Source: an optimization exercise on an open RTL-to-GDS flow (aim: small area). Production flows keep margins and buffers that such runs may drop. Only simulation tests tie the RTL to the original design; equivalence was not proved. No activity file was given, so power comes from the tool's default toggle rates.

## ucsbece154a_mips
module ucsbece154a_mips (
    input               clk, reset,
    output wire  [31:0] pc_o,
    input        [31:0] instr_i,
    output wire         MemWrite_o,
    output wire  [31:0] aluout_o, writedata_o,
    input        [31:0] readdata_i
);
Size in the first run: roughly 3000 cells after synthesis, ~1000 flip-flops, ~160 I/O pins.
Settings: LEC_CHECK=0, CAP_MARGIN=5, CORE_MARGIN=2, CORE_UTILIZATION=50, CTS_BUF_LIST=sky130_fd_sc_hd__clkbuf_16, CTS_CLUSTER_DIAMETER=110, CTS_CLUSTER_SIZE=30, SETUP_SLACK_MARGIN=0.2, SLEW_MARGIN=5, SYNTH_HIERARCHICAL=1; clock period 9.5 ns.
standard.sh (not shown) runs the stock make flow with config.mk's settings and CLKGATE_MAP_FILE= SYNTH_SCRIPT=/design/flow/synth_recipe.tcl, a recipe that flattens the netlist after the stock synthesis.
==> flow/flow/run.sh <==
#!/bin/bash
# Standard layout, with plain buffers (not delay cells) on the ports.
set -euo pipefail
export BUFFER_PORTS_ARGS="-buffer_cell sky130_fd_sc_hd__buf_1"
bash standard.sh > standard.log 2>&1
Edit:
--- a/flow/config.mk
+++ b/flow/config.mk
@@ -8 +8 @@
-export CAP_MARGIN = 5
+export CAP_MARGIN = 20
@@ -10 +10 @@
-export CORE_UTILIZATION = 50
+export CORE_UTILIZATION = 45
@@ -12,2 +12,2 @@
-export CTS_CLUSTER_DIAMETER = 110
-export CTS_CLUSTER_SIZE = 30
+export CTS_CLUSTER_DIAMETER = 100
+export CTS_CLUSTER_SIZE = 28
@@ -15 +15 @@
-export SLEW_MARGIN = 5
+export SLEW_MARGIN = 20
The changed run completed with no timing, DRC or antenna violations.
Wire length grows by 0.49%.
Worst hold slack got worse by 0.015 ns.
Die area grows by 11%.
Fmax stays flat.

ucsbece154a_mips again, from the RTL that the note above started with.
==> flow/design.v (excerpt) <==
module ucsbece154a_mips (
    input               clk, reset,
    output wire  [31:0] pc_o,
    input        [31:0] instr_i,
    output wire         MemWrite_o,
    output wire  [31:0] aluout_o, writedata_o,
    input        [31:0] readdata_i
);
wire MemToReg, Branch, ALUSrc, RegDst, RegWrite, Jump;
wire BranchNe, ZeroExtImm, Sub, Logic, Or, Slt;
ucsbece154a_controller c (
    .op_i(instr_i[31:26]), .funct_i(instr_i[5:0]),
    .RegWrite_o(RegWrite), .RegDst_o(RegDst),
    .ALUSrc_o(ALUSrc),
    .Branch_o(Branch), .MemWrite_o(MemWrite_o),
    .MemToReg_o(MemToReg),
    .Sub_o(Sub), .Logic_o(Logic), .Or_o(Or), .Slt_o(Slt),
    .Jump_o(Jump),
    .BranchNe_o(BranchNe),
    .ZeroExtImm_o(ZeroExtImm)
);
ucsbece154a_datapath dp (
    .clk(clk), .reset(reset),
    .RegWrite_i(RegWrite),
    .RegDst_i(RegDst),
    .ALUSrc_i(ALUSrc),
    .Branch_i(Branch),
    .MemToReg_i(MemToReg),
    .Sub_i(Sub), .Logic_i(Logic), .Or_i(Or), .Slt_i(Slt),
    .Jump_i(Jump),
    .BranchNe_i(BranchNe),
    .ZeroExtImm_i(ZeroExtImm),
    .pc_o(pc_o),
    .instr_i(instr_i),
    .aluout_o(aluout_o),
    .writedata_o(writedata_o),
    .readdata_i(readdata_i)
);
endmodule
Settings: LEC_CHECK=0, CAP_MARGIN=5, CORE_MARGIN=2, CORE_UTILIZATION=50, CTS_BUF_LIST=sky130_fd_sc_hd__clkbuf_16, CTS_CLUSTER_DIAMETER=110, CTS_CLUSTER_SIZE=30, SETUP_SLACK_MARGIN=0.12, SLEW_MARGIN=5, SYNTH_HIERARCHICAL=1; clock period 9.5 ns.
Scripts as last shown in full above: flow/flow/run.sh
==> next run, changes <==
CAP_MARGIN = 20   (was 5)
SETUP_SLACK_MARGIN = 0.2   (was 0.12)
SLEW_MARGIN = 20   (was 5)
Setup slack got worse by 0.0083 ns.
Non-clock buffer count rose by 4.
Total power is about the same.
Sequential power barely changes.
Clock skew fell by 0.0047 ns.
Combinational power barely changes.
Final area hardly moves.
Routed wire length barely changes.

-- afterwards: timing with drivers on the ports --
The flow's constraints put no driver on any port. The routed layouts listed below were extracted and timed again, unchanged, in two steps. Step 1: set_driving_cell puts a clkbuf_16 on clk and a buf_2 on each other input, an assumption about the parent block. Step 2, shift: input delay + t, output delay - t, t = (earliest + latest rising clock arrival at the registers) / 2. This alone moves slack from input paths to output paths. Slacks: no drivers / after step 1 / after step 2; pairs: no drivers / after step 1.
run | shift t [ns] | slack for setup (ns) | hold slack, ns | clock arrival spread, ns | pins driven straight from the clock port
the first run of note 1 | 0.686 | 0.420 / 0.395 / 0.368 | 0.608 / 0.608 / 0.608 | 0.031 / 0.031 | 1
the second run of note 1 | 0.719 | 0.401 / 0.301 / 0.301 | 0.593 / 0.593 / 0.593 | 0.036 / 0.036 | 1
the first run of note 2 | 0.687 | 0.371 / 0.335 / 0.268 | 0.608 / 0.608 / 0.608 | 0.030 / 0.030 | 1
the second run of note 2 | 0.694 | 0.363 / 0.338 / 0.281 | 0.601 / 0.601 / 0.601 | 0.025 / 0.025 | 1
After both steps setup and hold are still met in every run listed. The setup slack of the first run of note 2, which loses most, moves by -0.036 ns with the drivers and by -0.103 ns with both steps.
